Context: an optimization exercise on an open-source flow, tuned for small area. The choices shown serve that exercise and are no tape-out recipe.
Only simulation tests tie the RTL to the original design; equivalence was not proved.
Power is estimated from default activity; no workload was simulated.

==> flow/design.v (excerpt) <==
module ipmb_watchdog # (
   parameter integer TIMEOUT = 5000
)
(
    input clk,
    input rst,
    output [29:0] gpio_0,
    output [31:0] gpio_1,
    input [1:0] scl_i_in,
    input [1:0] scl_t_in,
    input [1:0] sda_i_in,
    input [1:0] sda_t_in,
    input [1:0] sv_scl_o,
    input [1:0] sv_scl_t,
    input ms_scl_o,
    input ms_scl_t,
    input [1:0] sv_sda_o,
    input [1:0] sv_sda_t,
    input ms_sda_o,
    input ms_sda_t
);
==> flow/config.mk <==
export PLATFORM = sky130hd
export DESIGN_NAME = ipmb_watchdog
export DESIGN_NICKNAME = ipmb_watchdog
export VERILOG_FILES = /design/flow/design.v
export SDC_FILE = /design/flow/constraint.sdc
export NUM_CORES = 4
export LEC_CHECK = 0
export CAP_MARGIN = 20
export CORE_MARGIN = 2
export CORE_UTILIZATION = 70
export PLACE_DENSITY = 0.8
export SLEW_MARGIN = 20
==> flow/constraint.sdc <==
create_clock -name core_clock -period 10.0 [get_ports {clk}]
set_input_delay 2.0000 -clock core_clock [delete_from_list [all_inputs] [get_ports {clk}]]
set_output_delay 2.0000 -clock core_clock [all_outputs]
set_load 0.01 [all_outputs]
standard.sh (not shown) runs the stock make flow with config.mk's settings and CLKGATE_MAP_FILE= SYNTH_SCRIPT=/design/flow/synth_recipe.tcl, a recipe that flattens the netlist after the stock synthesis.
==> flow/flow/run.sh <==
#!/bin/bash
# Standard ORFS layout, with small port buffers and a lighter clock tree.
set -euo pipefail
export BUFFER_PORTS_ARGS="-buffer_cell sky130_fd_sc_hd__buf_1"
export CTS_ARGS="-sink_clustering_enable -repair_clock_nets -dont_use_dummy_load -buf_list {sky130_fd_sc_hd__clkbuf_8} -root_buf sky130_fd_sc_hd__clkbuf_8 -sink_clustering_size 18 -sink_clustering_max_diameter 45"
bash standard.sh finish > flow_make.log 2>&1
==> next run, changes <==
==> flow/run.sh (new file) <==
#!/bin/bash
# synth_recipe.tcl (not shown) runs the flow's synth.tcl, then flattens the netlist and writes it again
# the make line also repeats each setting of config.mk as NAME=value (left out here)
make -C /OpenROAD-flow-scripts/flow DESIGN_CONFIG=/design/flow/config.mk WORK_HOME=/design/flow/orfs CLKGATE_MAP_FILE= SYNTH_SCRIPT=/design/flow/synth_recipe.tcl finish
--- a/flow/config.mk
+++ b/flow/config.mk
@@ -10,2 +10 @@
-export CORE_UTILIZATION = 70
-export PLACE_DENSITY = 0.8
+export CORE_UTILIZATION = 40
removed: flow/flow/run.sh
removed: flow/standard.sh
Outcome:
- setup slack loses 0.26 ns
- non-clock buffer count rose by 1
- global-route usage fell by 7.6 points
- power rose by 33%
- flip-flop and latch count stays the same
- sequential power is about the same
==> next run, changes <==
==> flow/flow/run.sh (new file) <==
#!/bin/bash
# Standard ORFS layout, with small port buffers and a lighter clock tree.
set -euo pipefail
export BUFFER_PORTS_ARGS="-buffer_cell sky130_fd_sc_hd__buf_1"
export CTS_ARGS="-sink_clustering_enable -repair_clock_nets -dont_use_dummy_load -buf_list {sky130_fd_sc_hd__clkbuf_4} -root_buf sky130_fd_sc_hd__clkbuf_4"
bash standard.sh finish > flow_make.log 2>&1
==> flow/standard.sh (new file) <==
#!/bin/bash
# synth_recipe.tcl (not shown) runs the flow's synth.tcl, then flattens the netlist and writes it again
# the make line also repeats each setting of config.mk as NAME=value (left out here)
make -C /OpenROAD-flow-scripts/flow DESIGN_CONFIG=/design/flow/config.mk WORK_HOME=/design/flow/orfs CLKGATE_MAP_FILE= SYNTH_SCRIPT=/design/flow/synth_recipe.tcl "${@:-finish}"
--- a/flow/config.mk
+++ b/flow/config.mk
@@ -10 +10,2 @@
-export CORE_UTILIZATION = 40
+export CORE_UTILIZATION = 70
+export PLACE_DENSITY = 0.8
removed: flow/run.sh
Final area is lower by 10%.
Routed wire length is lower by 7.2%.
Global-route usage is higher by 9.0 points.
Worst setup slack improved by 0.16 ns.
Utilization is higher by 28 points.
Register-to-register slack stays flat.
Fmax is higher by 3.6%.
Die area is lower by 42%.
==> next run, changes <==
--- a/flow/config.mk
+++ b/flow/config.mk
@@ -10,2 +10,2 @@
-export CORE_UTILIZATION = 70
-export PLACE_DENSITY = 0.8
+export CORE_UTILIZATION = 55
+export PLACE_DENSITY = 0.65
Outcome: Register-to-register slack got worse by 0.02 ns. Cell area is higher by 0.67%. Synthesized cell count is unchanged. Clock skew is lower by 0.025 ns. Non-clock buffer count is higher by 1. Worst setup slack improved by 0.059 ns. Synthesized area stays the same. Maximum frequency is higher by 1.4%.
==> next run, changes <==
==> flow/flow/run.sh (replaced) <==
#!/bin/bash
# Standard ORFS layout, with small port buffers and a lighter clock tree.
set -euo pipefail
export BUFFER_PORTS_ARGS="-buffer_cell sky130_fd_sc_hd__buf_1"
export CTS_ARGS="-sink_clustering_enable -repair_clock_nets -dont_use_dummy_load -buf_list {sky130_fd_sc_hd__clkbuf_4} -root_buf sky130_fd_sc_hd__clkbuf_8 -sink_clustering_size 11 -sink_clustering_max_diameter 35"
bash standard.sh finish > flow_make.log 2>&1
--- a/flow/config.mk
+++ b/flow/config.mk
@@ -10,2 +10,2 @@
-export CORE_UTILIZATION = 55
-export PLACE_DENSITY = 0.65
+export CORE_UTILIZATION = 70
+export PLACE_DENSITY = 0.8
Effect:
- The new run went through all stages and came out clean
- area after synthesis stays the same
- cell area went down by 3.0%
- core utilization climbs by 14 points
- via count fell by 2.0%
- sequential cell count stays the same
- worst setup slack is better by 0.038 ns
- maximum frequency is higher by 0.88%
- clock power falls by 26%
- global-route usage came out higher by 3.6 points
- wire length falls by 5.4%

========
Another version of the RTL of ipmb_watchdog (not shown whole).
Size in the first run: about 950 cells after synthesis, about 84 I/O pins.
Settings: LEC_CHECK=0, ABC_AREA=1, CAP_MARGIN=20, CORE_MARGIN=2, CORE_UTILIZATION=70, PLACE_DENSITY=0.8, SLEW_MARGIN=20; clock period 10.0 ns.
==> flow/flow/run.sh <==
#!/bin/bash
# Standard ORFS layout, with small port buffers, a lighter clock tree, and
# synthesis cells brought to their smallest drive strength before floorplanning.
set -euo pipefail
here=$(pwd)
export PRE_FLOORPLAN_TCL="$here/flow/downsize.tcl"
export BUFFER_PORTS_ARGS="-buffer_cell sky130_fd_sc_hd__buf_1"
export CTS_ARGS="-sink_clustering_enable -repair_clock_nets -dont_use_dummy_load -buf_list {sky130_fd_sc_hd__clkbuf_4} -root_buf sky130_fd_sc_hd__clkbuf_4 -sink_clustering_size 11 -sink_clustering_max_diameter 60"
bash standard.sh finish > flow_make.log 2>&1
==> flow/flow/downsize.tcl <==
# Run before floorplanning, on the standard synthesis netlist. Registers are
# left as they are; only the combinational cells change.
set_dont_use $::env(DONT_USE_CELLS)

# drop synthesis buffers, then re-map the combinational logic for area
remove_buffers
file mkdir $::env(OBJECTS_DIR)/rmp
restructure -liberty_file [lindex $::env(LIB_FILES) 0] -target area \
  -tielo_port [join $::env(TIELO_CELL_AND_PORT) /] \
  -tiehi_port [join $::env(TIEHI_CELL_AND_PORT) /] \
  -work_dir $::env(OBJECTS_DIR)/rmp
report_design_area

# Give every combinational cell the smallest drive strength of its function
# (timing has several ns of slack; repair_design re-buffers any net that needs it).
set n 0
set saved 0.0
foreach inst [get_cells *] {
  set master [get_property $inst ref_name]
  if { ![regexp {^(sky130_fd_sc_hd__[a-z0-9]+)_([0-9]+)$} $master -> base drv] } { continue }
  if { [string match "*__df*" $base] || [string match "*__sdf*" $base] || [string match "*__edf*" $base] } { continue }
  if { [string match "*__conb*" $base] || [string match "*tap*" $base] || [string match "*__clk*" $base] } { continue }
  set best ""
  set best_area [get_property [get_lib_cells */$master] area]
  foreach d {0 1 2} {
    if { $d >= $drv } { break }
    set cand [get_lib_cells -quiet */${base}_$d]
    if { [llength $cand] == 0 } { continue }
    if { [get_property $cand dont_use] } { continue }
    set a [get_property $cand area]
    if { $a < $best_area } { set best ${base}_$d; set best_area $a }
  }
  if { $best ne "" } {
    set saved [expr { $saved + [get_property [get_lib_cells */$master] area] - $best_area }]
    replace_cell $inst [get_lib_cells */$best]
    incr n
  }
}
puts "downsize: resized $n cells, saving [format %.1f $saved] um2"
report_design_area
The starting point finished with timing, DRC and antenna clean.
Change:
==> flow/flow/run.sh (replaced) <==
#!/bin/bash
# Standard ORFS layout, with small port buffers, a lighter clock tree, and
# synthesis cells brought to their smallest drive strength before floorplanning.
set -euo pipefail
here=$(pwd)
export PRE_FLOORPLAN_TCL="$here/flow/downsize.tcl"
export BUFFER_PORTS_ARGS="-buffer_cell sky130_fd_sc_hd__buf_1"
export CTS_ARGS="-sink_clustering_enable -repair_clock_nets -dont_use_dummy_load -buf_list {sky130_fd_sc_hd__clkbuf_16} -root_buf sky130_fd_sc_hd__clkbuf_16 -sink_clustering_size 30 -sink_clustering_max_diameter 60"
bash standard.sh finish > flow_make.log 2>&1
Settings changed: CAP_MARGIN 20 to 0, SLEW_MARGIN 20 to 0.
Clock skew increases by 0.031 ns.
Global-route usage drops by 0.57 points.
Non-clock buffer count goes down by 1.
Synthesized cell count does not change.
Total power went up by a few percent.
Sequential power hardly moves.
Die area does not change.
Change:
==> flow/flow/run.sh (replaced) <==
#!/bin/bash
# Standard ORFS layout, with small port buffers, a lighter clock tree, and
# synthesis cells brought to their smallest drive strength before floorplanning.
set -euo pipefail
here=$(pwd)
export PRE_FLOORPLAN_TCL="$here/flow/downsize.tcl"
export BUFFER_PORTS_ARGS="-buffer_cell sky130_fd_sc_hd__buf_1"
export CTS_ARGS="-sink_clustering_enable -repair_clock_nets -dont_use_dummy_load -buf_list {sky130_fd_sc_hd__clkbuf_4} -root_buf sky130_fd_sc_hd__clkbuf_8 -sink_clustering_size 11 -sink_clustering_max_diameter 35"
bash standard.sh finish > flow_make.log 2>&1
--- a/flow/flow/downsize.tcl
+++ b/flow/flow/downsize.tcl
@@ -1,15 +1,3 @@
-# Run before floorplanning, on the standard synthesis netlist. Registers are
-# left as they are; only the combinational cells change.
 set_dont_use $::env(DONT_USE_CELLS)
-
-# drop synthesis buffers, then re-map the combinational logic for area
-remove_buffers
-file mkdir $::env(OBJECTS_DIR)/rmp
-restructure -liberty_file [lindex $::env(LIB_FILES) 0] -target area \
-  -tielo_port [join $::env(TIELO_CELL_AND_PORT) /] \
-  -tiehi_port [join $::env(TIEHI_CELL_AND_PORT) /] \
-  -work_dir $::env(OBJECTS_DIR)/rmp
-report_design_area
-
 # Give every combinational cell the smallest drive strength of its function
 # (timing has several ns of slack; repair_design re-buffers any net that needs it).
@@ -38,3 +26,3 @@
 }
 puts "downsize: resized $n cells, saving [format %.1f $saved] um2"
-report_design_area
+remove_buffers
Settings changed: ABC_AREA 1 to default, CAP_MARGIN 0 to 20, CORE_UTILIZATION 70 to 85, PLACE_DENSITY 0.8 to 0.92, SLEW_MARGIN 0 to 20.
After rerunning: Sequential power is about the same. Routed wire length went up by 36%. Hold slack gets worse by 0.0041 ns. Non-clock buffer count goes up by 1. Via count rose by 9.0%. Power decreases by 1.5%. Die area goes down by 15%. Design area came out higher by 1.2%. Clock skew drops by 0.012 ns.

## re-timing with driven ports
In the flow no input, the clock included, has a driving cell. The finished layouts below were timed again as built, in two steps.
Step 1 (the two cells are an assumption about what drives the block):
set clk [get_ports {clk}]
set_driving_cell -lib_cell sky130_fd_sc_hd__clkbuf_16 $clk
set_driving_cell -lib_cell sky130_fd_sc_hd__buf_2 [delete_from_list [all_inputs] $clk]
Step 2 adds t to the input delays and takes it off the output delays; t is the mean of the earliest and latest rising clock arrival at the registers after step 1. Input paths then give back, and output paths get back, about the clock's delay inside the block.
Three values: no drivers, after step 1, after step 2; two values: the first two.
| run | shift t [ns] | setup slack, ns | worst hold slack (ns) | worst setup path after step 2 | latest minus earliest clock arrival (ns) |
|---|---|---|---|---|---|
| the first run of note 1 | 0.572 | 5.738 / 5.700 / 6.055 | 0.351 / 0.351 / 0.351 | input to register | 0.051 / 0.052 |
| the second run of note 1 | 0.538 | 5.476 / 5.430 / 5.968 | 0.379 / 0.379 / 0.379 | register to output | 0.019 / 0.020 |
| the third run of note 1 | 0.658 | 5.632 / 5.593 / 6.083 | 0.369 / 0.369 / 0.369 | input to register | 0.062 / 0.062 |
| the fourth run of note 1 | 0.655 | 5.691 / 5.649 / 6.304 | 0.352 / 0.352 / 0.352 | register to output | 0.041 / 0.042 |
| the fifth run of note 1 | 0.549 | 5.729 / 5.690 / 6.054 | 0.369 / 0.369 / 0.369 | input to register | 0.054 / 0.053 |
| the first run of note 2 | 0.632 | 6.038 / 6.002 / 5.571 | 0.373 / 0.373 / 0.373 | input to register | 0.025 / 0.024 |
| the second run of note 2 | 0.505 | 6.003 / 6.020 / 5.515 | 0.361 / 0.361 / 0.361 | input to register | 0.056 / 0.056 |
| the third run of note 2 | 0.537 | 6.221 / 6.186 / 6.004 | 0.357 / 0.357 / 0.357 | input to register | 0.063 / 0.063 |
After both steps every run listed still meets setup and hold. The setup slack of the second run of note 2, which loses most, moves by +0.017 ns with the drivers and by -0.488 ns with both steps.
